From an optimization exercise on the open Yosys and OpenROAD flow, aimed at small area; shortcuts taken in it are not production practice. Function was checked by simulation only, so behaviour that the tests miss may differ from the original. No activity file was given, so power comes from the tool's default toggle rates.

$ cat flow/flow/run.sh
#!/bin/bash
# Layout flow: the standard layout (standard.sh) with three changes:
#  - the synthesis maps the logic with an area-oriented ABC script
#    (abc_area.script here) in place of ORFS's delay-oriented abc_speed.script;
#  - the synthesis buffers pass-through outputs with buf_1 instead of buf_4;
#  - placement gives every input and output port a buf_1 buffer;
#  - clock tree synthesis adds no dummy loads to balance the tree's leaves.
# The synthesis is otherwise ORFS's with the standard flow's own script (synth_recipe.tcl),
# so the registers, their names and cells are those of the standard synthesis.
set -euo pipefail
W=$(pwd)
rm -rf "$W/scripts_area"
cp -r "$FLOW_HOME/scripts" "$W/scripts_area"
cp "$W/flow/abc_area.script" "$W/scripts_area/abc_speed.script"
bash "$W/standard.sh" SCRIPTS_DIR="$W/scripts_area" "MIN_BUF_CELL_AND_PORTS=sky130_fd_sc_hd__buf_1 A X" synth > "$W/synth.log" 2>&1
bash "$W/standard.sh" "BUFFER_PORTS_ARGS=-buffer_cell sky130_fd_sc_hd__buf_1" \
    "CTS_ARGS=-sink_clustering_enable -repair_clock_nets -buf_list sky130_fd_sc_hd__clkbuf_8 -dont_use_dummy_load" \
    > "$W/layout.log" 2>&1
$ cat flow/flow/abc_area.script
&get -n
&st
&syn2
&dc2
&syn2
&dch -f
&nf -R 1000 -p
&st
&syn2
&dc2
&syn2
&dch -f
&nf -R 1000 -p
&put
topo
$ cat flow/standard.sh
#!/bin/bash
# synth_recipe.tcl (not shown) runs the flow's synth.tcl, then flattens the netlist and writes it again
# the make line also repeats each setting of config.mk as NAME=value (left out here)
make -C /OpenROAD-flow-scripts/flow DESIGN_CONFIG=/design/flow/config.mk WORK_HOME=/design/flow/orfs CLKGATE_MAP_FILE= SYNTH_SCRIPT=/design/flow/synth_recipe.tcl "${@:-finish}"
$ cat flow/config.mk
export PLATFORM = sky130hd
export DESIGN_NAME = game6
export DESIGN_NICKNAME = game6
export VERILOG_FILES = /design/flow/design.v
export SDC_FILE = /design/flow/constraint.sdc
export NUM_CORES = 4
export LEC_CHECK = 0
export CAP_MARGIN = 0
export CORE_MARGIN = 2
export CORE_UTILIZATION = 40
export CTS_BUF_LIST = sky130_fd_sc_hd__clkbuf_8
export GPL_TIMING_DRIVEN = 0
export SLEW_MARGIN = 0
export SYNTH_HIERARCHICAL = 1
$ cat flow/constraint.sdc
create_clock -name core_clock -period 16.0 [get_ports {CLK}]
set_input_delay 3.2000 -clock core_clock [delete_from_list [all_inputs] [get_ports {CLK}]]
set_output_delay 3.2000 -clock core_clock [all_outputs]
set_load 0.01 [all_outputs]
$ cat flow/design.v
module game6 (
    input wire mode,
    input wire CLK,
    input wire rst,
    input wire [1:0] BTN_LR,
    input wire [9:0] i_x,
    input wire [8:0] i_y,
    input wire i_animate,
    output wire [3:0] VGA_R,
    output wire [3:0] VGA_G,
    output wire [3:0] VGA_B,
    output wire endgame,
    output wire [8:0] score,
    output wire win
    );
    reg [9:0] bxn;       
    reg [8:0] byn;       
    wire [9:0] bx = ~bxn;
    wire [8:0] by = ~byn;
    reg xd, yd;          
    reg par;             
    reg eg;              
    reg [8:0] ph;        
    reg cs;              
    reg hx, hy;          
    reg [4:0] n;         
    reg lit;             
    wire run = i_animate & ~eg & mode;
    wire bottom = ((by[7] & by[6] & ~by[5] & by[3] & by[1]));
    wire restart = ~mode | bottom | eg;
    wire cx104 = ((~bx[9] & ~bx[8] & ~bx[7] & bx[6] & bx[3]) | (~bx[9] & ~bx[8] & ~bx[7] & bx[6] & bx[4]) | (~bx[8] & bx[7] & ~bx[6] & ~bx[4] & ~bx[3] & bx[1]) | (~bx[9] & ~bx[8] & ~bx[7] & bx[6] & bx[5]));
    wire sx104 = ((~bx[7] & ~bx[5] & ~bx[3] & bx[2] & bx[1] & ~bx[0]));
    wire cx140 = ((~bx[9] & ~bx[8] & bx[7] & ~bx[6] & ~bx[5]) | (~bx[9] & ~bx[8] & ~bx[7] & bx[6] & bx[5] & bx[4]) | (~bx[9] & ~bx[8] & bx[7] & ~bx[6] & ~bx[4] & ~bx[0]) | (~bx[9] & ~bx[8] & bx[7] & ~bx[6] & ~bx[4] & ~bx[3]) | (~bx[8] & bx[5] & ~bx[4] & bx[3] & bx[1] & ~bx[0]));
    wire sx140 = ((~bx[7] & bx[5] & bx[3] & ~bx[2] & ~bx[1] & bx[0]) | (bx[7] & ~bx[6] & bx[5] & bx[2] & bx[1] & bx[0]));
    wire cx176 = ((~bx[8] & bx[7] & ~bx[6] & bx[5]) | (~bx[9] & ~bx[8] & bx[7] & ~bx[6] & bx[4]) | (~bx[8] & bx[7] & bx[6] & ~bx[5] & ~bx[4]));
    wire sx176 = ((bx[7] & bx[4] & ~bx[3] & ~bx[2] & bx[1] & ~bx[0]));
    wire cx212 = ((~bx[8] & bx[7] & bx[6] & ~bx[4]) | (~bx[8] & bx[7] & bx[6] & ~bx[5]) | (~bx[8] & bx[7] & ~bx[6] & bx[5] & bx[4]) | (~bx[8] & bx[7] & bx[6] & ~bx[3] & ~bx[2]));
    wire sx212 = ((bx[7] & bx[5] & bx[4] & ~bx[3] & ~bx[1] & bx[0]));
    wire cx248 = ((~bx[8] & bx[7] & bx[6] & bx[5]) | (bx[8] & ~bx[7] & ~bx[6] & ~bx[5] & ~bx[0]) | (bx[8] & ~bx[7] & ~bx[6] & ~bx[5] & ~bx[2]) | (~bx[8] & bx[7] & bx[6] & bx[4] & ~bx[1]));
    wire sx248 = ((bx[7] & bx[4] & ~bx[3] & bx[2] & bx[1] & bx[0]));
    wire cx284 = ((bx[8] & ~bx[7] & ~bx[6]) | (~bx[9] & bx[5] & bx[4] & bx[3] & bx[1] & bx[0]));
    wire sx284 = ((bx[7] & bx[5] & bx[4] & ~bx[2] & bx[1] & ~bx[0]));
    wire cx320 = ((bx[8] & ~bx[7] & bx[6] & ~bx[5]) | (bx[8] & ~bx[7] & ~bx[6] & bx[5]));
    wire sx320 = ((bx[8] & bx[6] & ~bx[4] & ~bx[2] & bx[0]) | (bx[8] & ~bx[5] & bx[3] & bx[2] & ~bx[1] & bx[0]));
    wire cx356 = ((bx[8] & ~bx[7] & bx[6] & bx[2]) | (bx[8] & ~bx[7] & bx[6] & bx[3]) | (bx[8] & ~bx[7] & bx[6] & bx[1]) | (bx[8] & ~bx[4] & ~bx[3] & ~bx[2] & bx[0]));
    wire sx356 = ((bx[7] & ~bx[5] & ~bx[4] & bx[2] & bx[1] & ~bx[0]));
    wire cx392 = ((bx[8] & bx[7] & ~bx[6] & ~bx[5]) | (bx[8] & ~bx[7] & bx[6] & bx[5] & ~bx[0]) | (bx[8] & ~bx[7] & bx[6] & bx[5] & bx[2]) | (bx[8] & bx[7] & ~bx[6] & ~bx[3] & ~bx[1]));
    wire sx392 = ((bx[7] & bx[5] & ~bx[4] & bx[3] & ~bx[1]));
    wire cx428 = ((bx[8] & bx[7] & ~bx[6] & bx[4]) | (bx[8] & bx[7] & ~bx[6] & bx[5]) | (bx[8] & bx[7] & bx[6] & ~bx[5] & ~bx[4]));
    wire sx428 = ((bx[7] & ~bx[5] & ~bx[4] & bx[3] & ~bx[2] & bx[0]));
    wire cx464 = ((bx[8] & bx[7] & bx[6] & ~bx[4]) | (bx[8] & bx[7] & bx[6] & ~bx[5]) | (bx[8] & bx[7] & ~bx[6] & bx[5] & bx[4]));
    wire sx464 = ((bx[7] & ~bx[4] & bx[3] & bx[2] & bx[1] & ~bx[0]));
    wire cx500 = ((~bx[9] & bx[8] & bx[7] & bx[6] & bx[5]) | (bx[9] & ~bx[7] & ~bx[6] & ~bx[5] & ~bx[2]) | (~bx[9] & bx[8] & bx[7] & bx[6] & bx[4] & bx[1]) | (bx[9] & ~bx[7] & ~bx[6] & ~bx[5] & ~bx[4]));
    wire sx500 = ((bx[7] & bx[6] & ~bx[5] & ~bx[3] & ~bx[1]) | (bx[9] & ~bx[5] & ~bx[3] & bx[2] & bx[1]));
    wire cx536 = ((bx[9] & ~bx[7] & ~bx[6] & ~bx[3]) | (bx[9] & ~bx[7] & ~bx[6] & ~bx[1]) | (~bx[9] & bx[8] & bx[7] & bx[6] & bx[5] & bx[4] & bx[3]) | (bx[9] & ~bx[7] & ~bx[6] & ~bx[4]));
    wire sx536 = ((bx[9] & bx[4] & bx[3] & bx[1] & ~bx[0]));
    wire ry100 = ((~by[8] & ~by[7] & by[6] & by[4] & by[1]) | (~by[8] & ~by[7] & by[6] & by[5] & ~by[4]) | (~by[7] & by[6] & ~by[5] & by[4] & by[2] & by[0]));
    wire ey100 = ((~by[8] & ~by[7] & by[6] & by[4] & ~by[3] & by[0]));
    wire ry125 = ((~by[8] & by[7] & ~by[6] & ~by[5] & ~by[4]) | (~by[8] & ~by[7] & by[6] & by[5] & by[4]) | (~by[8] & ~by[4] & by[3] & by[2] & ~by[0]));
    wire ey125 = ((~by[8] & ~by[4] & by[3] & by[2] & ~by[0]));
    wire ry150 = ((~by[8] & by[7] & ~by[6] & ~by[3] & by[0]) | (~by[8] & by[7] & ~by[6] & ~by[4] & ~by[1]) | (~by[8] & by[7] & ~by[6] & ~by[5] & by[4]));
    wire ey150 = ((by[7] & ~by[6] & ~by[4] & ~by[3] & by[2] & by[0]));
    wire ry175 = ((~by[8] & by[7] & ~by[6] & by[5]));
    wire ey175 = ((by[5] & by[4] & by[3] & by[2] & by[1] & ~by[0]) | (by[5] & ~by[4] & ~by[3] & ~by[2] & ~by[1] & ~by[0]));
    wire ry200 = ((~by[8] & by[7] & by[6] & ~by[5] & by[0]) | (~by[8] & by[7] & by[6] & ~by[5] & ~by[2]) | (~by[8] & by[7] & ~by[6] & by[5] & by[4] & by[3]));
    wire ey200 = ((~by[8] & by[7] & by[5] & by[3] & ~by[1]) | (~by[5] & by[4] & ~by[3] & by[2] & by[1] & by[0]));
    wire ry225 = ((by[7] & by[6] & by[5] & ~by[4]) | (~by[8] & by[7] & by[6] & ~by[5] & by[4]) | (~by[8] & by[7] & by[6] & ~by[3] & ~by[0]));
    wire ey225 = ((by[7] & by[6] & by[4] & ~by[3] & ~by[2] & ~by[0]));
    wire ry250 = ((by[7] & by[6] & by[5] & by[4]) | (by[8] & ~by[7] & ~by[6] & ~by[5] & ~by[4] & ~by[1]) | (by[7] & by[6] & by[5] & by[3]));
    wire ey250 = ((~by[7] & ~by[5] & ~by[4] & by[3] & ~by[1]) | (by[7] & by[6] & ~by[4] & by[3] & by[1]));
    wire ry275 = ((by[8] & ~by[7] & ~by[6] & ~by[5]) | (by[8] & ~by[7] & ~by[6] & ~by[2] & ~by[0]));
    wire ey275 = ((by[8] & ~by[7] & ~by[6] & ~by[4] & ~by[3] & ~by[0]));
    wire ry300 = ((by[8] & ~by[7] & ~by[6] & by[5]) | (by[8] & ~by[7] & ~by[6] & by[2] & by[0]));
    wire ey300 = ((by[8] & ~by[7] & ~by[6] & by[4] & by[3] & by[0]));
    wire dx104 = ((i_x[9] | (i_x[8] | (i_x[7] | (i_x[6] & (i_x[5] | (i_x[4] | (i_x[3] & (i_x[2] | (i_x[1] & i_x[0]))))))))) & ~(i_x[9] | (i_x[8] | (i_x[7] & (i_x[6] | (i_x[5] | (i_x[4] | (i_x[3] | (i_x[2] & i_x[1])))))))));
    wire dx140 = ((i_x[9] | (i_x[8] | (i_x[7] | (i_x[6] & (i_x[5] & (i_x[4] | (i_x[3] & (i_x[2] & (i_x[1] & i_x[0]))))))))) & ~(i_x[9] | (i_x[8] | (i_x[7] & (i_x[6] | (i_x[5] & (i_x[4] | (i_x[3] & (i_x[2] | i_x[1])))))))));
    wire dx176 = ((i_x[9] | (i_x[8] | (i_x[7] & (i_x[6] | (i_x[5] | (i_x[4] & (i_x[3] | (i_x[2] | (i_x[1] & i_x[0]))))))))) & ~(i_x[9] | (i_x[8] | (i_x[7] & (i_x[6] & (i_x[5] | (i_x[4] | (i_x[3] & (i_x[2] & i_x[1])))))))));
    wire dx212 = ((i_x[9] | (i_x[8] | (i_x[7] & (i_x[6] | (i_x[5] & (i_x[4] & (i_x[3] | (i_x[2] & (i_x[1] & i_x[0]))))))))) & ~(i_x[9] | (i_x[8] | (i_x[7] & (i_x[6] & (i_x[5] & (i_x[4] & (i_x[3] | (i_x[2] | i_x[1])))))))));
    wire dx248 = ((i_x[9] | (i_x[8] | (i_x[7] & (i_x[6] & (i_x[5] | (i_x[4] & (i_x[3] & (i_x[2] | (i_x[1] & i_x[0]))))))))) & ~(i_x[9] | (i_x[8] & (i_x[7] | (i_x[6] | (i_x[5] | (i_x[4] & (i_x[3] | (i_x[2] & i_x[1])))))))));
    wire dx284 = ((i_x[9] | (i_x[8] | (i_x[7] & (i_x[6] & (i_x[5] & (i_x[4] & (i_x[3] & (i_x[2] & (i_x[1] & i_x[0]))))))))) & ~(i_x[9] | (i_x[8] & (i_x[7] | (i_x[6] | (i_x[5] & (i_x[4] & (i_x[3] & (i_x[2] | i_x[1])))))))));
    wire dx320 = ((i_x[9] | (i_x[8] & (i_x[7] | (i_x[6] | (i_x[5] & (i_x[4] | (i_x[3] | (i_x[2] | (i_x[1] & i_x[0]))))))))) & ~(i_x[9] | (i_x[8] & (i_x[7] | (i_x[6] & (i_x[5] | (i_x[4] & (i_x[3] & (i_x[2] & i_x[1])))))))));
    wire dx356 = ((i_x[9] | (i_x[8] & (i_x[7] | (i_x[6] & (i_x[5] | (i_x[4] | (i_x[3] | (i_x[2] & (i_x[1] & i_x[0]))))))))) & ~(i_x[9] | (i_x[8] & (i_x[7] & (i_x[6] | (i_x[5] | (i_x[4] | (i_x[3] | (i_x[2] | i_x[1])))))))));
    wire dx392 = ((i_x[9] | (i_x[8] & (i_x[7] | (i_x[6] & (i_x[5] & (i_x[4] | (i_x[3] & (i_x[2] | (i_x[1] & i_x[0]))))))))) & ~(i_x[9] | (i_x[8] & (i_x[7] & (i_x[6] | (i_x[5] & (i_x[4] | (i_x[3] | (i_x[2] & i_x[1])))))))));
    wire dx428 = ((i_x[9] | (i_x[8] & (i_x[7] & (i_x[6] | (i_x[5] | (i_x[4] | (i_x[3] & (i_x[2] & (i_x[1] & i_x[0]))))))))) & ~(i_x[9] | (i_x[8] & (i_x[7] & (i_x[6] & (i_x[5] | (i_x[4] | (i_x[3] & (i_x[2] | i_x[1])))))))));
    wire dx464 = ((i_x[9] | (i_x[8] & (i_x[7] & (i_x[6] | (i_x[5] & (i_x[4] & (i_x[3] | (i_x[2] | (i_x[1] & i_x[0]))))))))) & ~(i_x[9] | (i_x[8] & (i_x[7] & (i_x[6] & (i_x[5] & (i_x[4] | (i_x[3] & (i_x[2] & i_x[1])))))))));
    wire dx500 = ((i_x[9] | (i_x[8] & (i_x[7] & (i_x[6] & (i_x[5] | (i_x[4] & (i_x[3] | (i_x[2] & (i_x[1] & i_x[0]))))))))) & ~(i_x[9] & (i_x[8] | (i_x[7] | (i_x[6] | (i_x[5] | (i_x[4] & (i_x[3] | (i_x[2] | i_x[1])))))))));
    wire dx536 = ((i_x[9] | (i_x[8] & (i_x[7] & (i_x[6] & (i_x[5] & (i_x[4] & (i_x[3] & (i_x[2] | (i_x[1] & i_x[0]))))))))) & ~(i_x[9] & (i_x[8] | (i_x[7] | (i_x[6] | (i_x[5] & (i_x[4] & (i_x[3] | (i_x[2] & i_x[1])))))))));
    wire dy100 = ((i_y[8] | (i_y[7] | (i_y[6] & (i_y[5] | (i_y[4] & (i_y[3] & (i_y[2] | (i_y[1] & i_y[0])))))))) & ~(i_y[8] | (i_y[7] | (i_y[6] & (i_y[5] & (i_y[4] | (i_y[3] & (i_y[2] & i_y[1]))))))));
    wire dy125 = ((i_y[8] | (i_y[7] | (i_y[6] & (i_y[5] & (i_y[4] & (i_y[3] | i_y[2])))))) & ~(i_y[8] | (i_y[7] & (i_y[6] | (i_y[5] | (i_y[4] | (i_y[3] | (i_y[2] & (i_y[1] & i_y[0])))))))));
    wire dy150 = ((i_y[8] | (i_y[7] & (i_y[6] | (i_y[5] | (i_y[4] | (i_y[3] & (i_y[2] & (i_y[1] | i_y[0])))))))) & ~(i_y[8] | (i_y[7] & (i_y[6] | i_y[5]))));
    wire dy175 = ((i_y[8] | (i_y[7] & (i_y[6] | (i_y[5] & (i_y[4] | (i_y[3] | (i_y[2] & i_y[1]))))))) & ~(i_y[8] | (i_y[7] & (i_y[6] | (i_y[5] & (i_y[4] & (i_y[3] & (i_y[2] | (i_y[1] | i_y[0])))))))));
    wire dy200 = ((i_y[8] | (i_y[7] & (i_y[6] | (i_y[5] & (i_y[4] & (i_y[3] & (i_y[2] & (i_y[1] & i_y[0])))))))) & ~(i_y[8] | (i_y[7] & (i_y[6] & (i_y[5] | (i_y[4] & (i_y[3] | (i_y[2] | i_y[1]))))))));
    wire dy225 = ((i_y[8] | (i_y[7] & (i_y[6] & (i_y[5] | (i_y[4] & i_y[3]))))) & ~(i_y[8] | (i_y[7] & (i_y[6] & (i_y[5] & (i_y[4] | (i_y[3] & (i_y[2] | (i_y[1] & i_y[0])))))))));
    wire dy250 = ((i_y[8] | (i_y[7] & (i_y[6] & (i_y[5] & (i_y[4] & (i_y[3] | (i_y[2] | (i_y[1] | i_y[0])))))))) & ~(i_y[8] & (i_y[7] | (i_y[6] | (i_y[5] | (i_y[4] | (i_y[3] | i_y[2])))))));
    wire dy275 = ((i_y[8] & (i_y[7] | (i_y[6] | (i_y[5] | (i_y[4] | (i_y[3] & (i_y[2] | i_y[1]))))))) & ~(i_y[8] & (i_y[7] | (i_y[6] | (i_y[5] | (i_y[4] & (i_y[3] & (i_y[2] & (i_y[1] | i_y[0])))))))));
    wire dy300 = ((i_y[8] & (i_y[7] | (i_y[6] | (i_y[5] & (i_y[4] | (i_y[3] | (i_y[2] | (i_y[1] & i_y[0])))))))) & ~(i_y[8] & (i_y[7] | (i_y[6] | (i_y[5] & (i_y[4] & (i_y[3] | (i_y[2] & i_y[1]))))))));
    wire [21:0] hxs, hys, bpix;
    reg [21:0] an;
    wire [21:0] a = ~an;
    reg [21:0] h;
    wire [21:0] zs, ze;
    assign zs[0] = sx104 & ry150;
    assign ze[0] = cx104 & ey150;
    assign bpix[0] = a[0] & dx104 & dy150;
    assign zs[1] = sx320 & ry150;
    assign ze[1] = cx320 & ey150;
    assign bpix[1] = a[1] & dx320 & dy150;
    assign zs[2] = sx536 & ry150;
    assign ze[2] = cx536 & ey150;
    assign bpix[2] = a[2] & dx536 & dy150;
    assign zs[3] = sx320 & ry300;
    assign ze[3] = cx320 & ey300;
    assign bpix[3] = a[3] & dx320 & dy300;
    assign zs[4] = sx140 & ry125;
    assign ze[4] = cx140 & ey125;
    assign bpix[4] = a[4] & dx140 & dy125;
    assign zs[5] = sx140 & ry175;
    assign ze[5] = cx140 & ey175;
    assign bpix[5] = a[5] & dx140 & dy175;
    assign zs[6] = sx176 & ry100;
    assign ze[6] = cx176 & ey100;
    assign bpix[6] = a[6] & dx176 & dy100;
    assign zs[7] = sx176 & ry200;
    assign ze[7] = cx176 & ey200;
    assign bpix[7] = a[7] & dx176 & dy200;
    assign zs[8] = sx248 & ry100;
    assign ze[8] = cx248 & ey100;
    assign bpix[8] = a[8] & dx248 & dy100;
    assign zs[9] = sx248 & ry250;
    assign ze[9] = cx248 & ey250;
    assign bpix[9] = a[9] & dx248 & dy250;
    assign zs[10] = sx284 & ry125;
    assign ze[10] = cx284 & ey125;
    assign bpix[10] = a[10] & dx284 & dy125;
    assign zs[11] = sx284 & ry275;
    assign ze[11] = cx284 & ey275;
    assign bpix[11] = a[11] & dx284 & dy275;
    assign zs[12] = sx356 & ry125;
    assign ze[12] = cx356 & ey125;
    assign bpix[12] = a[12] & dx356 & dy125;
    assign zs[13] = sx356 & ry275;
    assign ze[13] = cx356 & ey275;
    assign bpix[13] = a[13] & dx356 & dy275;
    assign zs[14] = sx392 & ry100;
    assign ze[14] = cx392 & ey100;
    assign bpix[14] = a[14] & dx392 & dy100;
    assign zs[15] = sx392 & ry250;
    assign ze[15] = cx392 & ey250;
    assign bpix[15] = a[15] & dx392 & dy250;
    assign zs[16] = sx464 & ry100;
    assign ze[16] = cx464 & ey100;
    assign bpix[16] = a[16] & dx464 & dy100;
    assign zs[17] = sx464 & ry200;
    assign ze[17] = cx464 & ey200;
    assign bpix[17] = a[17] & dx464 & dy200;
    assign zs[18] = sx500 & ry125;
    assign ze[18] = cx500 & ey125;
    assign bpix[18] = a[18] & dx500 & dy125;
    assign zs[19] = sx500 & ry175;
    assign ze[19] = cx500 & ey175;
    assign bpix[19] = a[19] & dx500 & dy175;
    assign zs[20] = sx212 & ry225;
    assign ze[20] = cx212 & ey225;
    assign bpix[20] = a[20] & dx212 & dy225;
    assign zs[21] = sx428 & ry225;
    assign ze[21] = cx428 & ey225;
    assign bpix[21] = a[21] & dx428 & dy225;
    wire [21:0] z = zs | ze;
    wire [21:0] g = {22{~mode}} | (a & ~h);
    assign hxs = zs & g;
    assign hys = ze & g;
    wire [21:0] a_n = rst ? {22{1'b1}} : (a | {22{~mode}}) & ~z;
    wire [21:0] h_n = rst ? {22{1'b0}} : ~mode ? ~z & ((a & h & {22{~cs}}) | (~a & ~h)) : h | ({22{run}} & ~a);
    always @(posedge CLK) begin
        an <= ~a_n;
        h <= h_n;
    end
    always @(posedge CLK)
    if (rst) begin
        cs <= 1'b0;
        hx <= 1'b0;
        hy <= 1'b0;
    end else begin
        cs <= mode & (cs | run);
        hx <= ~run & (hx | (|hxs));
        hy <= ~run & (hy | (|hys));
    end
    wire btn_l = BTN_LR[1] & ~BTN_LR[0];
    wire btn_r = BTN_LR[0] & ~BTN_LR[1];
    wire [8:0] dbp_s;
    wire [9:0] dbp_c;
    assign dbp_c[0] = bxn[0];
    fa dbp_0 (.a(ph[0]), .b(bxn[1]), .ci(dbp_c[0]), .s(dbp_s[0]), .co(dbp_c[1]));
    fa dbp_1 (.a(ph[1]), .b(bxn[2]), .ci(dbp_c[1]), .s(dbp_s[1]), .co(dbp_c[2]));
    fa dbp_2 (.a(ph[2]), .b(bxn[3]), .ci(dbp_c[2]), .s(dbp_s[2]), .co(dbp_c[3]));
    fa dbp_3 (.a(ph[3]), .b(bxn[4]), .ci(dbp_c[3]), .s(dbp_s[3]), .co(dbp_c[4]));
    fa dbp_4 (.a(ph[4]), .b(bxn[5]), .ci(dbp_c[4]), .s(dbp_s[4]), .co(dbp_c[5]));
    fa dbp_5 (.a(ph[5]), .b(bxn[6]), .ci(dbp_c[5]), .s(dbp_s[5]), .co(dbp_c[6]));
    fa dbp_6 (.a(ph[6]), .b(bxn[7]), .ci(dbp_c[6]), .s(dbp_s[6]), .co(dbp_c[7]));
    fa dbp_7 (.a(ph[7]), .b(bxn[8]), .ci(dbp_c[7]), .s(dbp_s[7]), .co(dbp_c[8]));
    fa dbp_8 (.a(ph[8]), .b(bxn[9]), .ci(dbp_c[8]), .s(dbp_s[8]), .co(dbp_c[9]));
    wire [9:0] dbp = {dbp_s, ~bxn[0]};
    wire pad_x = ((bx[2]) | (~bx[9] & bx[3]) | (~bx[3] & bx[0]) | (bx[9] & ~bx[8]) | (~bx[9] & bx[6]) | (~bx[9] & bx[7]) | (~bx[9] & bx[1])) & ((dbp_c[9] & ~(dbp[9] | (dbp[8] | (dbp[7] | (dbp[6] & (dbp[5] | (dbp[4] | (dbp[3] | (dbp[2] | dbp[1]))))))))) | (~dbp_c[9] & (dbp[9] & (dbp[8] & (dbp[7] & (dbp[6] | (dbp[5] & (dbp[4] & (dbp[3] & (dbp[2] & (dbp[1] & dbp[0])))))))))));
    wire pad_hit = bottom | (((by[8] & by[7] & by[6] & by[4]) | (by[8] & by[7] & by[6] & ~by[1])) & pad_x);
    wire lwall = ((~bx[8] & ~bx[7] & ~bx[6] & ~bx[5] & ~bx[4] & ~bx[3] & ~bx[1]));
    wire rwall = ((bx[9] & bx[7]) | (bx[9] & bx[4] & bx[3] & ~bx[2] & bx[0]));
    wire top = ((~by[8] & ~by[6] & ~by[5] & ~by[4] & ~by[3] & ~by[1]));
    wire [8:0] mx_s;
    wire [9:0] mx_c;
    assign mx_c[0] = bxn[0];
    fa mx_0 (.a(bxn[1]), .b(xd), .ci(mx_c[0]), .s(mx_s[0]), .co(mx_c[1]));
    fa mx_1 (.a(bxn[2]), .b(~xd), .ci(mx_c[1]), .s(mx_s[1]), .co(mx_c[2]));
    fa mx_2 (.a(bxn[3]), .b(xd), .ci(mx_c[2]), .s(mx_s[2]), .co(mx_c[3]));
    fa mx_3 (.a(bxn[4]), .b(xd), .ci(mx_c[3]), .s(mx_s[3]), .co(mx_c[4]));
    fa mx_4 (.a(bxn[5]), .b(xd), .ci(mx_c[4]), .s(mx_s[4]), .co(mx_c[5]));
    fa mx_5 (.a(bxn[6]), .b(xd), .ci(mx_c[5]), .s(mx_s[5]), .co(mx_c[6]));
    fa mx_6 (.a(bxn[7]), .b(xd), .ci(mx_c[6]), .s(mx_s[6]), .co(mx_c[7]));
    fa mx_7 (.a(bxn[8]), .b(xd), .ci(mx_c[7]), .s(mx_s[7]), .co(mx_c[8]));
    fa mx_8 (.a(bxn[9]), .b(xd), .ci(mx_c[8]), .s(mx_s[8]), .co(mx_c[9]));
    wire [7:0] my_s;
    wire [8:0] my_c;
    assign my_c[0] = byn[0];
    fa my_0 (.a(byn[1]), .b(yd), .ci(my_c[0]), .s(my_s[0]), .co(my_c[1]));
    fa my_1 (.a(byn[2]), .b(~yd), .ci(my_c[1]), .s(my_s[1]), .co(my_c[2]));
    fa my_2 (.a(byn[3]), .b(yd), .ci(my_c[2]), .s(my_s[2]), .co(my_c[3]));
    fa my_3 (.a(byn[4]), .b(yd), .ci(my_c[3]), .s(my_s[3]), .co(my_c[4]));
    fa my_4 (.a(byn[5]), .b(yd), .ci(my_c[4]), .s(my_s[4]), .co(my_c[5]));
    fa my_5 (.a(byn[6]), .b(yd), .ci(my_c[5]), .s(my_s[5]), .co(my_c[6]));
    fa my_6 (.a(byn[7]), .b(yd), .ci(my_c[6]), .s(my_s[6]), .co(my_c[7]));
    fa my_7 (.a(byn[8]), .b(yd), .ci(my_c[7]), .s(my_s[7]), .co(my_c[8]));
    wire inc1 = hx ^ hy, inc2 = hx & hy;
    wire [4:0] na_s;
    wire [5:0] na_c;
    assign na_c[0] = 1'b0;
    assign na_s[0] = n[0] ^ inc1 ^ na_c[0];
    assign na_c[1] = (n[0] & inc1) | (na_c[0] & (n[0] ^ inc1));
    fa na_1 (.a(n[1]), .b(inc2), .ci(na_c[1]), .s(na_s[1]), .co(na_c[2]));
    assign na_s[2] = n[2] ^ 1'b0 ^ na_c[2];
    assign na_c[3] = (n[2] & 1'b0) | (na_c[2] & (n[2] ^ 1'b0));
    assign na_s[3] = n[3] ^ 1'b0 ^ na_c[3];
    assign na_c[4] = (n[3] & 1'b0) | (na_c[3] & (n[3] ^ 1'b0));
    assign na_s[4] = n[4] ^ 1'b0 ^ na_c[4];
    assign na_c[5] = (n[4] & 1'b0) | (na_c[4] & (n[4] ^ 1'b0));
    always @(posedge CLK)
    if (rst | ~mode) n <= 5'd0;
    else if (run) n <= na_s;
    always @(posedge CLK)
    if (rst) begin
        par <= 1'b0;
        bxn <= ~10'd320;
        byn <= ~9'd430;
        xd <= 1'b0;
        yd <= 1'b0;
        eg <= 1'b0;
    end else begin
        par <= ~par;
        eg <= mode & (eg | bottom);
        if (run) begin
            bxn <= {mx_s, ~bxn[0]};
            byn <= {my_s, ~byn[0]};
            if (pad_hit & (btn_l | btn_r)) xd <= btn_r;
            else if (rwall) xd <= 1'b0;
            else if (lwall) xd <= 1'b1;
            else if (bottom) xd <= ~par;
            else xd <= xd ^ hx;
            if (pad_hit) yd <= 1'b0;
            else if (top) yd <= 1'b1;
            else if (bottom) yd <= 1'b0;
            else yd <= yd ^ hy;
        end else if (restart) begin
            bxn <= ~10'd320;
            byn <= ~9'd430;
            xd <= ~par;
            yd <= 1'b0;
        end
    end
    wire pm_l = run & btn_l & ((ph[5]) | (ph[0]) | (~ph[2]) | (~ph[4]) | (ph[7]));
    wire pm_r = run & btn_r & ((~ph[8]) | (~ph[5]) | (~ph[0]));
    wire pm = pm_l | pm_r;
    wire [8:0] pa_s;
    wire [9:0] pa_c;
    assign pa_c[0] = 1'b0;
    assign pa_s[0] = ph[0] ^ pm ^ pa_c[0];
    assign pa_c[1] = (ph[0] & pm) | (pa_c[0] & (ph[0] ^ pm));
    fa pa_1 (.a(ph[1]), .b(pm_l), .ci(pa_c[1]), .s(pa_s[1]), .co(pa_c[2]));
    fa pa_2 (.a(ph[2]), .b(pm_r), .ci(pa_c[2]), .s(pa_s[2]), .co(pa_c[3]));
    fa pa_3 (.a(ph[3]), .b(pm_l), .ci(pa_c[3]), .s(pa_s[3]), .co(pa_c[4]));
    fa pa_4 (.a(ph[4]), .b(pm_l), .ci(pa_c[4]), .s(pa_s[4]), .co(pa_c[5]));
    fa pa_5 (.a(ph[5]), .b(pm_l), .ci(pa_c[5]), .s(pa_s[5]), .co(pa_c[6]));
    fa pa_6 (.a(ph[6]), .b(pm_l), .ci(pa_c[6]), .s(pa_s[6]), .co(pa_c[7]));
    fa pa_7 (.a(ph[7]), .b(pm_l), .ci(pa_c[7]), .s(pa_s[7]), .co(pa_c[8]));
    fa pa_8 (.a(ph[8]), .b(pm_l), .ci(pa_c[8]), .s(pa_s[8]), .co(pa_c[9]));
    always @(posedge CLK)
    if (rst | eg | ~mode) ph <= 9'd160;
    else ph <= pa_s;
    wire [9:0] bpx_s;
    wire [10:0] bpx_c;
    assign bpx_c[0] = 1'b0;
    assign bpx_s[0] = i_x[0] ^ bxn[0] ^ bpx_c[0];
    assign bpx_c[1] = (i_x[0] & bxn[0]) | (bpx_c[0] & (i_x[0] ^ bxn[0]));
    fa bpx_1 (.a(i_x[1]), .b(bxn[1]), .ci(bpx_c[1]), .s(bpx_s[1]), .co(bpx_c[2]));
    fa bpx_2 (.a(i_x[2]), .b(bxn[2]), .ci(bpx_c[2]), .s(bpx_s[2]), .co(bpx_c[3]));
    fa bpx_3 (.a(i_x[3]), .b(bxn[3]), .ci(bpx_c[3]), .s(bpx_s[3]), .co(bpx_c[4]));
    fa bpx_4 (.a(i_x[4]), .b(bxn[4]), .ci(bpx_c[4]), .s(bpx_s[4]), .co(bpx_c[5]));
    fa bpx_5 (.a(i_x[5]), .b(bxn[5]), .ci(bpx_c[5]), .s(bpx_s[5]), .co(bpx_c[6]));
    fa bpx_6 (.a(i_x[6]), .b(bxn[6]), .ci(bpx_c[6]), .s(bpx_s[6]), .co(bpx_c[7]));
    fa bpx_7 (.a(i_x[7]), .b(bxn[7]), .ci(bpx_c[7]), .s(bpx_s[7]), .co(bpx_c[8]));
    fa bpx_8 (.a(i_x[8]), .b(bxn[8]), .ci(bpx_c[8]), .s(bpx_s[8]), .co(bpx_c[9]));
    fa bpx_9 (.a(i_x[9]), .b(bxn[9]), .ci(bpx_c[9]), .s(bpx_s[9]), .co(bpx_c[10]));
    wire [8:0] bpy_s;
    wire [9:0] bpy_c;
    assign bpy_c[0] = 1'b0;
    assign bpy_s[0] = i_y[0] ^ byn[0] ^ bpy_c[0];
    assign bpy_c[1] = (i_y[0] & byn[0]) | (bpy_c[0] & (i_y[0] ^ byn[0]));
    fa bpy_1 (.a(i_y[1]), .b(byn[1]), .ci(bpy_c[1]), .s(bpy_s[1]), .co(bpy_c[2]));
    fa bpy_2 (.a(i_y[2]), .b(byn[2]), .ci(bpy_c[2]), .s(bpy_s[2]), .co(bpy_c[3]));
    fa bpy_3 (.a(i_y[3]), .b(byn[3]), .ci(bpy_c[3]), .s(bpy_s[3]), .co(bpy_c[4]));
    fa bpy_4 (.a(i_y[4]), .b(byn[4]), .ci(bpy_c[4]), .s(bpy_s[4]), .co(bpy_c[5]));
    fa bpy_5 (.a(i_y[5]), .b(byn[5]), .ci(bpy_c[5]), .s(bpy_s[5]), .co(bpy_c[6]));
    fa bpy_6 (.a(i_y[6]), .b(byn[6]), .ci(bpy_c[6]), .s(bpy_s[6]), .co(bpy_c[7]));
    fa bpy_7 (.a(i_y[7]), .b(byn[7]), .ci(bpy_c[7]), .s(bpy_s[7]), .co(bpy_c[8]));
    fa bpy_8 (.a(i_y[8]), .b(byn[8]), .ci(bpy_c[8]), .s(bpy_s[8]), .co(bpy_c[9]));
    wire [8:0] ppx_s;
    wire [9:0] ppx_c;
    assign ppx_c[0] = 1'b1;
    assign ppx_s[0] = i_x[1] ^ ~ph[0] ^ ppx_c[0];
    assign ppx_c[1] = (i_x[1] & ~ph[0]) | (ppx_c[0] & (i_x[1] ^ ~ph[0]));
    fa ppx_1 (.a(i_x[2]), .b(~ph[1]), .ci(ppx_c[1]), .s(ppx_s[1]), .co(ppx_c[2]));
    fa ppx_2 (.a(i_x[3]), .b(~ph[2]), .ci(ppx_c[2]), .s(ppx_s[2]), .co(ppx_c[3]));
    fa ppx_3 (.a(i_x[4]), .b(~ph[3]), .ci(ppx_c[3]), .s(ppx_s[3]), .co(ppx_c[4]));
    fa ppx_4 (.a(i_x[5]), .b(~ph[4]), .ci(ppx_c[4]), .s(ppx_s[4]), .co(ppx_c[5]));
    fa ppx_5 (.a(i_x[6]), .b(~ph[5]), .ci(ppx_c[5]), .s(ppx_s[5]), .co(ppx_c[6]));
    fa ppx_6 (.a(i_x[7]), .b(~ph[6]), .ci(ppx_c[6]), .s(ppx_s[6]), .co(ppx_c[7]));
    fa ppx_7 (.a(i_x[8]), .b(~ph[7]), .ci(ppx_c[7]), .s(ppx_s[7]), .co(ppx_c[8]));
    fa ppx_8 (.a(i_x[9]), .b(~ph[8]), .ci(ppx_c[8]), .s(ppx_s[8]), .co(ppx_c[9]));
    wire [9:0] dpx = {ppx_s, i_x[0]};
    wire ball_x = (bpx_c[10] & ~(bpx_s[9] | (bpx_s[8] | (bpx_s[7] | (bpx_s[6] | (bpx_s[5] | (bpx_s[4] | (bpx_s[3] | bpx_s[2])))))))) | (~bpx_c[10] & (bpx_s[9] & (bpx_s[8] & (bpx_s[7] & (bpx_s[6] & (bpx_s[5] & (bpx_s[4] & (bpx_s[3] & (bpx_s[2] | (bpx_s[1] & bpx_s[0]))))))))));
    wire ball_y = (bpy_c[9] & ~(bpy_s[8] | (bpy_s[7] | (bpy_s[6] | (bpy_s[5] | (bpy_s[4] | (bpy_s[3] | bpy_s[2]))))))) | (~bpy_c[9] & (bpy_s[8] & (bpy_s[7] & (bpy_s[6] & (bpy_s[5] & (bpy_s[4] & (bpy_s[3] & (bpy_s[2] | (bpy_s[1] & bpy_s[0])))))))));
    wire ball_pix = ((bx[0]) | (bx[3]) | (bx[2]) | (bx[1]) | (bx[7]) | (bx[4]) | (bx[6])) & ((by[0]) | (by[1]) | (by[2]) | (by[3]) | (by[4]) | (by[6]) | (by[7])) & ball_x & ball_y;
    wire pad_pix = ((ppx_c[9] & ~(dpx[9] | (dpx[8] | (dpx[7] | (dpx[6] | (dpx[5] & (dpx[4] & (dpx[3] & dpx[2])))))))) | (~ppx_c[9] & (dpx[9] & (dpx[8] & (dpx[7] & (dpx[6] & (dpx[5] | (dpx[4] | (dpx[3] | (dpx[2] & (dpx[1] | dpx[0]))))))))))) & ((i_y[8] & (i_y[7] & (i_y[6] & (i_y[5] | (i_y[4] & (i_y[3] | (i_y[2] | i_y[1]))))))) & ~(i_y[8] & (i_y[7] & (i_y[6] & (i_y[5] | (i_y[4] & (i_y[3] & (i_y[2] | (i_y[1] & i_y[0])))))))));
    always @(posedge CLK)
    if (rst) lit <= 1'b0;
    else lit <= ball_pix | pad_pix | (|bpix);
    assign VGA_R = {4{lit}};
    assign VGA_G = {4{lit}};
    assign VGA_B = {4{lit}};
    assign endgame = eg;
    wire [4:0] s5_s;
    wire [5:0] s5_c;
    assign s5_c[0] = 1'b0;
    assign s5_s[0] = n[2] ^ n[0] ^ s5_c[0];
    assign s5_c[1] = (n[2] & n[0]) | (s5_c[0] & (n[2] ^ n[0]));
    fa s5_1 (.a(n[3]), .b(n[1]), .ci(s5_c[1]), .s(s5_s[1]), .co(s5_c[2]));
    fa s5_2 (.a(n[4]), .b(n[2]), .ci(s5_c[2]), .s(s5_s[2]), .co(s5_c[3]));
    assign s5_s[3] = 1'b0 ^ n[3] ^ s5_c[3];
    assign s5_c[4] = (1'b0 & n[3]) | (s5_c[3] & (1'b0 ^ n[3]));
    assign s5_s[4] = 1'b0 ^ n[4] ^ s5_c[4];
    assign s5_c[5] = (1'b0 & n[4]) | (s5_c[4] & (1'b0 ^ n[4]));
    wire [6:0] s = {s5_s, n[1:0]};
    assign score = {2'b00, s & {7{mode}}};
    assign win = ((n[4] & n[2] & n[1]));
endmodule
module fa (
    input wire a,
    input wire b,
    input wire ci,
    output wire s,
    output wire co
    );
    assign s = a ^ b ^ ci;
    assign co = (a & b) | (ci & (a ^ b));
endmodule
==> summary.txt, run 1 <==
Synth
  • Post-synth top area share: 0.2455
  • Sequential-to-total area share from yosys stat: 0.2455
  • Top cells by area, synth: dfxtp_1, fa_1, nor2_1
  • Synth Flop Type: dfxtp_1
  • Syn Std Cell Area: between 0.006 and 0.007 mm2
  • Fraction of registers with async set/reset: 0
  • Post-synth top area cell: dfxtp_1
  • Seq cells post-synth: 85
  • Syn Inst Count: between 800 and 900
  • Count of different cell masters after synthesis: 59
  • Post-synth EDFFs: 0
  • Avg Cell Area, Syn: a little over 8 um2
  • Synth warn: 7

Clock network
  • Clock transition at path regs: 0.09 ns
  • TritonCTS Buffers: 9
  • CTS tree: done
  • Worst skew pair latency: just under 0.4 ns
  • Max clock buf depth: 2
  • Clk root buf: clkbuf_8
  • Cts repair resizes: 0
  • Clock sinks: between 80 and 90
  • CTS H-tree depth: 3
  • Post-CTS Hold Fix Bufs: 0
  • Setup bufs post-CTS: 0

Timing
  • WHS: 0.4490 ns
  • F_max: about 120 MHz
  • Minimum clock period: about 8 ns
  • Worst-Margin Slew: 0.9867 ns
  • Fin. max-slew vios: 0
  • Unrepaired setup endpoints after global routing: false
  • Final Hold Fails: 0
  • Clk_skew: between 0.02 and 0.025 ns
  • Final setup fails: 0
  • Max-Slew Margin vs Limit: 0.3413
  • Final worst path period share: 0.5082
  • TNS Setup: 0 ns

Critical path
  • Crit-path slowest cell: and3b_2
  • Startpoint types: primary input
  • Crit Path Class: in -> reg
  • FF-to-FF path depth: 18
  • Reg-to-Reg Start: bxn[1]
  • Critical path arrival: approximately 8.4 ns
  • CP max FO: 42
  • Worst path max stage delay: 0.64 ns
  • RR Endpoint: xd
  • FF-to-FF setup slack: roughly 10 ns
  • Critical path endpoint category: register
  • Setup crit start: mode
  • Most common cell on crit path: fa_1
  • Critical-path cell list: buf_2 -> and3b_2 -> and3_1 -> or2_0 -> ha_1 -> fa_1 -> fa_1 -> fa_1 -> fa_1 -> fa_1 -> fa_1 -> fa_1 -> fa_1 -> and2_0
  • Crit path required time: 16.29 ns

Floorplan
  • Die H: ~140 um
  • IO Pins: 48
  • Initial core utilization: 0.4049
  • Chip width: ~140 um
  • Row Count: between 40 and 50
  • Die area: 0.01840 mm2
  • Core area: roughly 0.017 mm2

Cells and area
  • Seq. cell area: roughly 0.0017 mm2
  • Area taken by multi-input logic gates: a little over 0.005 mm2
  • Ant diodes: 0
  • Share of layout cells above drive strength 1: 0.01528
  • Final net count: slightly above 1k
  • Syn-to-layout area delta: 8.973%
  • Final Cell Area: approximately 0.0076 mm2
  • Fill count: around 1.7k

Run
  • Max-cap viol count: 0

Power
  • Combinational fraction of design power: 0.224
  • Pwr Total: ~460 uW
  • Worst vdd ir: 0.03465 mV
  • Internal power: just over 300 uW
  • Seq pwr share: 0.505
  • PwrDens: 60.46 mW/mm2
  • Sw frac: 0.3317
  • Clock network fraction of total power: 0.271
  • Switching Power: approximately 150 uW
  • Leak: between 0.002 and 0.0025 uW

Hold path
  • Hold Path Stages: 1
  • Hold path endpoint: par
  • Min-delay src: par
  • Worst Hold Class: reg -> reg

Placement
  • Final GP Congestion: just under 1
  • # port buffers: between 40 and 50
  • Area after DPL: 0.007428 mm2
  • DP Wirelength: 15920 um

Route
  • Via density: just over 6
  • Antenna Violating Nets Remaining: 0
  • Routed WL per cell: roughly 19 um
  • Initial DRC count: 640
  • DRC violation count after routing: 0
  • First-pass detailed-route iteration total: 5
  • Final WL: around 22000 um
  • Total number of vias: approximately 7.1k

GRT
  • Total GRT Usage: 0.2465
  • Vias in the first global route: 6601
  • First-pass GRT wire length: ~35000 um
  • Initial antenna violation count: 0
  • Total global routing overflow: 0
  • Largest net degree at the start of global routing: 66

Status
  • Outcome: no timing/DRC/antenna violations
worst max-delay path, delay by kind of cell:
kind	cells	cell delay, ns
adder cells (fa/ha/maj)	9	3.33
AND/OR/NAND/NOR	4	1.59
buffers and inverters	1	0.30
Yosys stat by module (local to each module, per instance):
module	copies in the design	cells	flops+latches
fa	62	1	0
game6	1	797	85
worst max path at each step:
stage                     endpoint  slack, ns  cells past startpoint
after floorplan              ph[8]       8.08                     13
after global placement       ph[8]       5.60                     14
after detailed placement     ph[8]       7.43                     14
after CTS                    ph[8]       7.86                     14
after global routing           lit       7.64                     18
final                        ph[8]       7.87                     14
cells by family after synthesis:
logic type	Yosys count	share of synthesized area
buffers and inverters	36	0.01950
DFF	85	0.2455
xor gates and xnor gates	4	0.005056
and+or+nand+nor	384	0.2748
other	1	0.0005411
AOI/OAI and AO/OA	274	0.2524
muxes	1	0.001444
adders and majority gates	74	0.2008
per-stage QoR:
| stage | worst slack, ns | std cells | utilization |
|---|---|---|---|
| 3_3_place_gp | 5.604 | 1130 | 0.4314 |
| 2_1_floorplan | 8.078 | 860 | - |
| 3_5_place_dp | 7.435 | 1132 | 0.4340 |
| 4_1_cts | 7.861 | 1141 | 0.4412 |
| 5_1_grt | 7.638 | 1141 | 0.4412 |
| 6_report | 7.869 | 1141 | 0.4412 |
cells in the mapped netlist, drive strengths merged, types with 4 or more instances:
library cell and number:
ha 12, a221oi 22, o22ai 38, a21oi 71, or2 7, a211oi 6, clkinv 22, a21o 6
a22oi 20, nor3b 6, nand2 90, nand2b 21, o21ai 54, and3 9, a31oi 19, buf 14
and2 17, a2111oi 5, nor4b 7, a211o 4, nor2b 9, fa 62, nor2 103, nor4 10
nor3 53, dfxtp 85, or3 8, nand4 20, nand4b 4, nand3 9
cells in the final DEF, fill, tap and decap left out, types with 22 or more instances in the layout:
cell | netlist | layout
nor2_1 | 103 | 103
nand2_1 | 90 | 90
o22ai_1 | 38 | 38
buf_1 | 14 | 57
nor3_1 | 53 | 53
a221oi_1 | 22 | 22
fa_1 | 62 | 62
a21oi_1 | 71 | 71
clkinv_1 | 22 | 22
o21ai_0 | 54 | 54
dfxtp_1 | 85 | 85
area by class of cell:
class,count,share of cell area
Buffer,14,0.006958
Clock buffer,9,0.01640
Inverter,22,0.01093
Multi-Input combinational cell,739,0.6751
Sequential cell,85,0.2253
Tap cell,225,0.03728
Timing Repair Buffer,47,0.02800
registers in the layout, summed over array words and instances, names as in the netlist:
| name | flops |
|---|---|
| h | 22 |
| eg | 1 |
| yd | 1 |
| an | 22 |
| hx | 1 |
| par | 1 |
| n | 5 |
| ph | 9 |
| bxn | 10 |
| hy | 1 |
| cs | 1 |
| lit | 1 |
| xd | 1 |
| byn | 9 |
layer usage:
metal / vias to the layer above / track usage / part of all wire / wire length, um
li1: 3338 / - / - / -
met1: 3401 / 0.3431 / 0.44 / 9676
met2: 292 / 0.3740 / 0.44 / 9673
met3: 46 / 0.04302 / 0.078 / 1688
met4: 0 / 0.1111 / 0.032 / 706
met5: - / 0 / 0 / 0
power by group through the flow:
stage | Sequential [uW] | Clock, uW | Combinational (uW)
6_report | 231 | 124 | 102
2_1_floorplan | 229 | 0 | 64.7
4_1_cts | 230 | 127 | 101
3_5_place_dp | 235 | 0 | 100
5_1_grt | 232 | 135 | 116
3_3_place_gp | 235 | 0 | 98.3
==> inputs of run 2 (changes only) <==
--- a/flow/flow/run.sh
+++ b/flow/flow/run.sh
@@ -1,3 +1,3 @@
 #!/bin/bash
-# Layout flow: the standard layout (standard.sh) with three changes:
+# Layout flow: the standard layout (standard.sh) with these changes:
 #  - the synthesis maps the logic with an area-oriented ABC script
==> run 2 against run 1 <==
Effect of this change: clock power barely moved; combinational power is essentially flat; sequential share of layout area did not move; count of clock-buffer cells in the layout stayed put; register-to-register slack hardly changed; setup slack unchanged; cell count is the same; synthesized cell count stayed put; sequential power is essentially flat; clock skew did not move; critical endpoint unchanged; highest routed layer unchanged.
==> summary.txt, run 2 <==
Clock network
  • TritonCTS Buffers: 9
  • Post-CTS Hold Fix Bufs: 0
  • Clk root buf: clkbuf_8
  • CTS tree: done
  • Clock sinks: 85
  • Max clock buf depth: 2
  • Setup bufs post-CTS: 0
  • CTS H-tree depth: 3
  • Worst skew pair latency: about 0.39 ns
  • Clock transition at path regs: roughly 0.090 ns
  • Cts repair resizes: 0

Synth
  • Xor/xnor share of the synthesized area: 0.005055
  • Cell with the most instances after synthesis: nor2_1
  • Post-synth top area cell: dfxtp_1
  • Synth warn: 7
  • Post-synth top area share: 0.2455
  • Post-synth top cells: nor2_1, nand2_1, dfxtp_1
  • Top cells by area, synth: dfxtp_1, fa_1, nor2_1
  • Syn Inst Count: roughly 860
  • Post-synthesis mux area share: 0.001444
  • Synth Area in Adders: 0.2008
  • Syn Std Cell Area: between 0.006 and 0.007 mm2
  • Largest family of logic cells by synthesized area: simple AND/OR/NAND/NOR gates
  • Sequential-to-total area share from yosys stat: 0.2455
  • Count of different cell masters after synthesis: slightly below 60
  • Post-synthesis simple-gate area fraction: 0.2748
  • Fraction of registers with async set/reset: 0
  • Synth Flop Type: dfxtp_1
  • Post-synth EDFFs: 0
  • Seq cells post-synth: between 80 and 90
  • Avg Cell Area, Syn: 8.068 um2
  • Compound-Gate Fraction of Synth Area: 0.2524

Run
  • Max-cap viol count: 0

Timing
  • Fin. max-slew vios: 0
  • Unrepaired setup endpoints after global routing: false
  • F_max: between 100 and 150 MHz
  • Max-Slew Margin vs Limit: 0.3413
  • Final setup fails: 0
  • Final Hold Fails: 0
  • Final worst path period share: 0.5082
  • Worst-Margin Slew: a little under 1 ns
  • Minimum clock period: roughly 8 ns
  • Clk_skew: approximately 0.025 ns
  • TNS Setup: 0 ns

Critical path
  • Crit Path Class: in -> reg
  • Crit-path leading delay family: adder cells
  • Startpoint types: primary input
  • Critical path arrival: between 8 and 9 ns
  • Worst path max stage delay: approximately 0.64 ns
  • WP buf/inv: 1
  • FF-to-FF setup slack: 10.31 ns
  • Critical path endpoint category: register
  • Crit path depth: 14
  • Crit path required time: 16.29 ns
  • Crit-path slowest cell: and3b_2
  • Most common cell on crit path: fa_1
  • Critical-path cell list: buf_2 -> and3b_2 -> and3_1 -> or2_0 -> ha_1 -> fa_1 -> fa_1 -> fa_1 -> fa_1 -> fa_1 -> fa_1 -> fa_1 -> fa_1 -> and2_0
  • CP max FO: 42
  • FF-to-FF path depth: 18

Placement
  • Final GP Congestion: a little under 1
  • DP Wirelength: 15920 um
  • Cell Count Post-Placement: ~1.1k
  • # port buffers: 45

Route
  • Antenna Violating Nets Remaining: 0
  • Routed WL per cell: between 15 and 20 um
  • DRC violation count after routing: 0
  • Via density: about 6.2
  • Total number of vias: about 7.1k
  • First-pass detailed-route iteration total: 5
  • Final WL: 21740 um
  • Initial DRC count: 640

GRT
  • Total global routing overflow: 0
  • First-pass GRT wire length: ~35000 um
  • Largest net degree at the start of global routing: 66
  • Initial antenna violation count: 0
  • Total GRT Usage: 0.2465
  • Vias in the first global route: about 6.6k

Floorplan
  • Die area: approximately 0.018 mm2
  • Initial core utilization: 0.4049
  • Row Count: 48
  • Core area: around 0.017 mm2
  • Die H: 135.6 um
  • Chip width: roughly 140 um
  • IO Pins: 48

Hold path
  • Hold Path Stages: 1
  • Worst Hold Class: reg -> reg

Cells and area
  • Most common cell after layout, fill and taps aside: nor2_1
  • Most frequent cells in the layout: nor2_1, nand2_1, dfxtp_1, a21oi_1, fa_1
  • Layout Utilization: 0.4412
  • Final net count: 1017
  • Ant diodes: 0
  • Largest regs: an (22), h (22), bxn (10)
  • Finished Layout Cells: between 1k and 1.5k
  • Syn-to-layout area delta: 8.973%
  • Share of layout cells above drive strength 1: 0.01528
  • Fill count: ~1.7k

Power
  • Leak: ~0.0024 uW
  • Worst vdd ir: about 0.035 mV
  • PwrDens: slightly above 60 mW/mm2

Status
  • Outcome: no timing/DRC/antenna violations
[run 2: cell counts in the layout (fill, tap and decap cells not counted)]
No cell type changed its count.
[run 2: power breakdown]
group	switching, uW	leakage [uW]	internal, uW
Combinational	62.1	0.00165	40.2
Sequential	16.1	0.000687	215
Clock	73.3	0.0000647	50.4
[run 2: path summary, 6_finish.rpt]
path / start / end
max: mode / ph[8]
min: par / par
max reg2reg: bxn[1] / xd
min reg2reg: par / par
[run 2: logic make-up (layout without fill, tap and decap cells)]
| group | Yosys count | count (layout) |
|---|---|---|
| AO/OA/AOI/OAI | 274 | 274 |
| XOR/XNOR | 4 | 4 |
| adder cells (fa/ha/maj) | 74 | 74 |
| buffers and inverters | 36 | 92 |
| flip-flops | 85 | 85 |
| multiplexers | 1 | 1 |
| other | 1 | 2 |
| AND/OR/NAND/NOR | 384 | 384 |
[run 2: final cells by class]
cell class	count	area, um2	share of cell area
Tap cell	225	281.5	0.03728
Buffer	14	52.55	0.006958
Multi-Input combinational cell	739	5099	0.6751
Timing Repair Buffer	47	211.5	0.02800
Inverter	22	82.58	0.01093
Clock buffer	9	123.9	0.01640
Sequential cell	85	1702	0.2253
[run 2: routing by layer]
layer / vias up / wire (um) / share of wire / global-route usage
met5: - / 0 / 0 / 0
met3: 46 / 1688 / 0.078 / 0.04302
met2: 292 / 9673 / 0.44 / 0.3740
met4: 0 / 706 / 0.032 / 0.1111
li1: 3338 / - / - / -
met1: 3401 / 9676 / 0.44 / 0.3431
[run 2: per-stage QoR]
stage	total power [uW]	setup slack [ns]	area, um2	hold WS, ns
after detailed placement	335.5	7.435	7428	0.4368
after floorplan	294.1	8.078	6934	0.4097
after global routing	483.0	7.638	7552	0.4867
after CTS	458.2	7.861	7552	0.4493
after global placement	333.7	5.604	7385	0.4255
final	456.6	7.869	7552	0.4490
[run 2: per-module statistics from Yosys, one instance, submodules excluded]
module	copies in the design	flip-flops and latches	area, um2
game6	1	85	5689
fa	62	0	20.02
==> inputs of run 3 (changes only) <==
--- a/flow/config.mk
+++ b/flow/config.mk
@@ -9,3 +9,3 @@
 export CORE_MARGIN = 2
-export CORE_UTILIZATION = 40
+export CORE_UTILIZATION = 55
 export CTS_BUF_LIST = sky130_fd_sc_hd__clkbuf_8
==> run 3 against run 2 <==
Effect of this change: still clean; via count grew 3.2%; area after synthesis unchanged; sequential power about the same; register-to-register slack got worse by 0.29 ns; non-clock buffer count is the same; core utilization increased by 16 points; total power up 0.90%; count of clock-buffer cells in the layout did not move; setup slack got worse by 0.31 ns; critical path depth rose by 4; largest power group unchanged.
==> summary.txt, run 3 <==
Status
  • Outcome: no timing/DRC/antenna violations

Floorplan
  • Initial core utilization: 0.5560
  • Core area: roughly 0.012 mm2
  • Chip width: 116.3 um
  • Die H: roughly 120 um
  • Row Count: about 40
  • IO Pins: between 40 and 50
  • Die area: 0.01351 mm2

Route
  • Final WL: roughly 23000 um
  • Via density: roughly 6.7
  • Initial DRC count: about 1000
  • Routed WL per cell: roughly 21 um
  • DRC violation count after routing: 0
  • Total number of vias: roughly 7.3k
  • Antenna Violating Nets Remaining: 0
  • First-pass detailed-route iteration total: 6

Placement
  • Cell Count Post-Placement: 1079
  • Worst slack at placement: 7.174 ns
  • # port buffers: 45
  • Final GP Congestion: approximately 1
  • DP Wirelength: roughly 17000 um

Cells and area
  • Share of layout cells above drive strength 1: 0.01528
  • Ant diodes: 0
  • Most frequent cells in the layout: nor2_1, nand2_1, dfxtp_1, a21oi_1, fa_1
  • Final net count: slightly above 1k
  • Fill count: around 1.2k
  • Syn-to-layout area delta: 8.016%
  • Layout Utilization: 0.6005
  • Most common cell after layout, fill and taps aside: nor2_1
  • Finished Layout Cells: 1088
  • Largest regs: an (22), h (22), bxn (10)

Synth
  • Largest family of logic cells by synthesized area: simple AND/OR/NAND/NOR gates
  • Top cells by area, synth: dfxtp_1, fa_1, nor2_1
  • Avg Cell Area, Syn: between 8 and 9 um2
  • Synth Area in Adders: 0.2008
  • Synth warn: 7
  • Post-synth EDFFs: 0
  • Compound-Gate Fraction of Synth Area: 0.2524
  • Cell with the most instances after synthesis: nor2_1
  • Post-synthesis mux area share: 0.001444
  • Count of different cell masters after synthesis: 59
  • Sequential-to-total area share from yosys stat: 0.2455
  • Xor/xnor share of the synthesized area: 0.005055
  • Post-synth top area cell: dfxtp_1
  • Post-synth top area share: 0.2455
  • Seq cells post-synth: 85
  • Syn Std Cell Area: 0.006930 mm2
  • Syn Inst Count: between 800 and 900
  • Post-synth top cells: nor2_1, nand2_1, dfxtp_1
  • Fraction of registers with async set/reset: 0
  • Post-synthesis simple-gate area fraction: 0.2748
  • Synth Flop Type: dfxtp_1

GRT
  • Largest net degree at the start of global routing: 72
  • Total global routing overflow: 0
  • Initial antenna violation count: 0
  • First-pass GRT wire length: between 30000 and 40000 um
  • Vias in the first global route: roughly 6.9k
  • Total GRT Usage: 0.3509

Power
  • Combinational fraction of design power: 0.230
  • Sw frac: 0.3356
  • Leak: ~0.0024 uW
  • Internal power: 306.1 uW
  • Clock network fraction of total power: 0.270
  • Seq pwr share: 0.500
  • PwrDens: just over 60 mW/mm2
  • Switching Power: between 150 and 200 uW
  • Worst vdd ir: between 0.06 and 0.07 mV

Clock network
  • TritonCTS Buffers: 9
  • Clock transition at path regs: roughly 0.09 ns
  • Clock sinks: 85
  • Clk root buf: clkbuf_8
  • Cts repair resizes: 0
  • Setup bufs post-CTS: 0
  • CTS tree: done
  • Worst skew pair latency: roughly 0.4 ns
  • Max clock buf depth: 2
  • Post-CTS Hold Fix Bufs: 0
  • CTS H-tree depth: 3

Critical path
  • Critical path arrival: slightly below 9 ns
  • Setup crit start: i_x[0]
  • Crit Path Class: in -> reg
  • Startpoint types: primary input
  • Critical path endpoint category: register
  • Crit path required time: 16.29 ns
  • Reg-to-Reg Start: bxn[0]
  • CP max FO: 7

Run
  • Max-cap viol count: 0

Timing
  • Worst-Margin Slew: around 1.1 ns
  • WHS: ~0.46 ns
  • Final worst path period share: 0.5277
  • Fin. max-slew vios: 0
  • PnR worst setup slack: roughly 7.6 ns
  • Clk_skew: roughly 0.028 ns
  • Unrepaired setup endpoints after global routing: false
  • Final setup fails: 0
  • Final Hold Fails: 0
  • Minimum clock period: between 8 and 9 ns
  • TNS Setup: 0 ns
  • Max-Slew Margin vs Limit: 0.2389
  • F_max: 118.4 MHz

Hold path
  • Min-delay src: par
  • Worst Hold Class: reg -> reg
[run 3: cell counts after synthesis]
No cell type changed its count.
[run 3: cell type report]
class | count | area (um2) | share of cell area
Multi-Input combinational cell | 739 | 5099 | 0.6811
Tap cell | 172 | 215.2 | 0.02875
Inverter | 22 | 82.58 | 0.01103
Sequential cell | 85 | 1702 | 0.2273
Timing Repair Buffer | 47 | 211.5 | 0.02825
Buffer | 14 | 52.55 | 0.007020
Clock buffer | 9 | 123.9 | 0.01655
[run 3: per-layer routing]
metal  vias up  GRT usage  part of all wire
met1      3486     0.4628              0.41
met2       399     0.5674              0.47
li1       3355          -                 -
met4         0     0.1341             0.034
met3        60    0.07732             0.090
met5         -          0                 0
[run 3: final timing paths]
path                            end  cells past startpoint  slack [ns]
worst min-delay path            par                      1        0.46
worst max register to register  lit                     17       10.02
worst min register to register  par                      1        0.46
worst max-delay path            lit                     18        7.56
[run 3: power by group through the flow]
stage	clock, uW	combinational (uW)	sequential [uW]
after floorplan	0	64.7	229
after global placement	0	95.2	234
after detailed placement	0	103	235
after CTS	125	103	230
after global routing	133	118	232
final	124	106	230
[run 3: cells by family after synthesis]
kind of cell | Yosys count
XOR/XNOR | 4
adder cells (fa/ha/maj) | 74
multiplexers | 1
buffers and inverters | 36
AO/OA/AOI/OAI | 274
other | 1
flip-flops | 85
AND/OR/NAND/NOR | 384
[run 3: worst max-delay path, cell delays in order]
cell       delay, ns
buf_1           0.18
ha_1            0.26
fa_1            0.38
fa_1            0.39
fa_1            0.40
fa_1            0.39
fa_1            0.38
fa_1            0.40
fa_1            0.40
fa_1            0.40
fa_1            0.46
nor4b_1         0.27
a21oi_1         0.15
a2111oi_0       0.52
a31oi_1         0.17
o21ai_0         0.10
a2111oi_0       0.07
a21oi_1         0.20
[run 3: through the flow]
| step | total power, uW | instance area [um2] |
|---|---|---|
| 2_1_floorplan | 294.1 | 6934 |
| 3_3_place_gp | 329.5 | 7318 |
| 3_5_place_dp | 337.5 | 7362 |
| 4_1_cts | 458.6 | 7486 |
| 5_1_grt | 482.4 | 7486 |
| 6_report | 460.7 | 7486 |
[run 3: Yosys stat by module, one instance, submodules excluded]
module,flops+latches,area (um2)
fa,0,20.02
game6,85,5689
==> inputs of run 4 (changes only) <==
--- a/flow/design.v
+++ b/flow/design.v
@@ -167,2 +167,3 @@
     assign bpix[21] = a[21] & dx428 & dy225;
+    wire hxn = |hxs, hyn = |hys;
     wire [21:0] z = zs | ze;
@@ -172,3 +173,3 @@
     wire [21:0] a_n = rst ? {22{1'b1}} : (a | {22{~mode}}) & ~z;
-    wire [21:0] h_n = rst ? {22{1'b0}} : ~mode ? ~z & ((a & h & {22{~cs}}) | (~a & ~h)) : h | ({22{run}} & ~a);
+    wire [21:0] h_n = rst ? {22{1'b0}} : mode ? h : (z | (h & {22{~cs}}));
     always @(posedge CLK) begin
@@ -184,4 +185,4 @@
         cs <= mode & (cs | run);
-        hx <= ~run & (hx | (|hxs));
-        hy <= ~run & (hy | (|hys));
+        hx <= ~run & (hx | hxn);
+        hy <= ~run & (hy | hyn);
     end
--- a/flow/config.mk
+++ b/flow/config.mk
@@ -9,3 +9,3 @@
 export CORE_MARGIN = 2
-export CORE_UTILIZATION = 55
+export CORE_UTILIZATION = 40
 export CTS_BUF_LIST = sky130_fd_sc_hd__clkbuf_8
==> run 4 against run 3 <==
Effect of this change: setup slack worse by 0.013 ns; sequential cell count unchanged; synthesized cell count fell by 6.2%; die area is 31% higher; non-clock buffer count increased by 4; sequential share of layout area grew 0.51 points; register-to-register slack improved by 0.23 ns; sequential power about the same.
==> summary.txt, run 4 <==
Status
  • Outcome: no timing/DRC/antenna violations

GRT
  • Total GRT Usage: 0.2358
  • Vias in the first global route: slightly below 6k
  • Largest net degree at the start of global routing: between 40 and 50
  • Routing usage on met3: 0.02414
  • First-pass GRT wire length: roughly 33000 um
  • Met1 Usage GRT: 0.3386
  • Initial antenna violation count: 0

Placement
  • Final GP Congestion: between 0.9 and 1

Synth
  • Post-synth top cells: nor2_1, dfxtp_1, nand2_1
  • Syn Std Cell Area: 0.006638 mm2
  • Top cells by area, synth: dfxtp_1, fa_1, nor2_1
  • Post-synth EDFFs: 0
  • Sequential-to-total area share from yosys stat: 0.2564
  • Post-synth top area share: 0.2564
  • Syn Inst Count: ~800
  • Synth Flop Type: dfxtp_1
  • Count of different cell masters after synthesis: slightly below 60
  • Fraction of registers with async set/reset: 0
  • Cell with the most instances after synthesis: nor2_1
  • Seq cells post-synth: 85
  • Post-synth top area cell: dfxtp_1

Power
  • Clock network fraction of total power: 0.270
  • Pwr Total: between 400 and 500 uW
  • Switching Power: around 150 uW
  • Leak: around 0.0026 uW
  • Seq pwr share: 0.504
  • PwrDens: between 60 and 70 mW/mm2
  • Combinational fraction of design power: 0.226

Clock network
  • CTS H-tree depth: 3
  • CTS tree: done
  • Worst skew pair latency: roughly 0.38 ns
  • Setup bufs post-CTS: 0
  • Clk root buf: clkbuf_8
  • Post-CTS Hold Fix Bufs: 0
  • TritonCTS Buffers: 9
  • Clock sinks: 85
  • Clock transition at path regs: around 0.07 ns

Critical path
  • Crit path required time: around 16 ns
  • Startpoint types: primary input
  • CP max FO: 34
  • FF-to-FF setup slack: 10.25 ns
  • Critical path endpoint category: register

Timing
  • Unrepaired setup endpoints after global routing: false
  • F_max: about 120 MHz
  • Final setup fails: 0
  • Fin. max-slew vios: 0
  • Final worst path period share: 0.5285
  • TNS Setup: 0 ns
  • Max-Slew Margin vs Limit: 0.2175
  • Clk_skew: around 0.021 ns

Floorplan
  • Die H: roughly 130 um
  • IO Pins: 48
  • Initial core utilization: 0.4046
  • Chip width: ~130 um
  • Die area: ~0.018 mm2
  • Row Count: 47
  • Core area: between 0.015 and 0.02 mm2

Route
  • Routed WL per cell: 18.80 um
  • Final WL: approximately 20000 um
  • Antenna Violating Nets Remaining: 0
  • Total number of vias: roughly 6.5k
  • First-pass detailed-route iteration total: 8

Cells and area
  • Fill count: around 1.7k
  • Ant diodes: 0
  • Syn-to-layout area delta: 10.31%
  • Most common cell after layout, fill and taps aside: nor2_1
  • Layout Utilization: 0.4463
  • Largest regs: an (22), h (22), bxn (10)

Run
  • Max-cap viol count: 0

Hold path
  • Worst Hold Class: reg -> reg
[run 4: power groups by stage]
stage | clock [uW] | combinational (uW) | sequential, uW
finish | 123 | 103 | 230
floorplan | 0 | 65.9 | 230
detailed placement | 0 | 103 | 235
global route | 134 | 116 | 232
CTS | 125 | 103 | 230
global placement | 0 | 98.4 | 235
[run 4: per-module statistics from Yosys, one instance, submodules excluded]
module  cell area (um2)  cells  times used
game6              5396    744           1
fa                20.02      1          62
[run 4: final cells by class]
cell class / instances / area (um2) / area share
multi-input cells: 679 / 4796 / 0.6550
repair buffers: 51 / 264.0 / 0.03606
plain buffers: 14 / 52.55 / 0.007177
flip-flops and latches: 85 / 1702 / 0.2324
clock buffers: 9 / 123.9 / 0.01692
well taps: 220 / 275.3 / 0.03759
inverters: 29 / 108.9 / 0.01487
[run 4: cell families (layout without fill, tap and decap cells)]
family / count (synthesis) / after routing / share of synthesized area
simple gates: 351 / 351 / 0.2633
compound gates: 249 / 249 / 0.2419
flops: 85 / 85 / 0.2564
fa+ha+maj: 74 / 74 / 0.2096
buf+inv: 43 / 103 / 0.02432
xor+xnor: 3 / 3 / 0.003959
other cells: 1 / 2 / 0.0005650
[run 4: critical path: stages]
cell      delay, ns
clkbuf_2       0.39
clkinv_1       0.68
nor3b_2        0.23
and3_1         0.42
or2_0          0.29
ha_1           0.20
fa_1           0.37
fa_1           0.40
fa_1           0.39
fa_1           0.40
fa_1           0.40
fa_1           0.39
fa_1           0.39
fa_1           0.42
and2_0         0.13
[run 4: routing by layer]
metal  vias to the layer above  part of all wire
met5                         -                 0
met4                         0             0.021
met3                        35             0.057
met2                       259              0.46
met1                      3106              0.46
li1                       3078                 -
[run 4: stage by stage]
stage | worst slack [ns] | hold WS, ns | cells | instance area (um2)
6_report | 7.544 | 0.4503 | 1087 | 7322
5_1_grt | 7.249 | 0.4810 | 1087 | 7322
4_1_cts | 6.771 | 0.4536 | 1087 | 7321
3_5_place_dp | 6.735 | 0.4357 | 1078 | 7197
3_3_place_gp | 4.969 | 0.4202 | 1072 | 7086
2_1_floorplan | 8.047 | 0.3980 | 807 | 6641
[run 4: path summary, 6_finish.rpt]
| path | from | to | cells past startpoint |
|---|---|---|---|
| hold reg to reg | h[10] | h[10] | 2 |
| setup reg to reg | bxn[0] | lit | 18 |
| setup / recovery | mode | ph[8] | 15 |
| hold / removal | h[10] | h[10] | 2 |
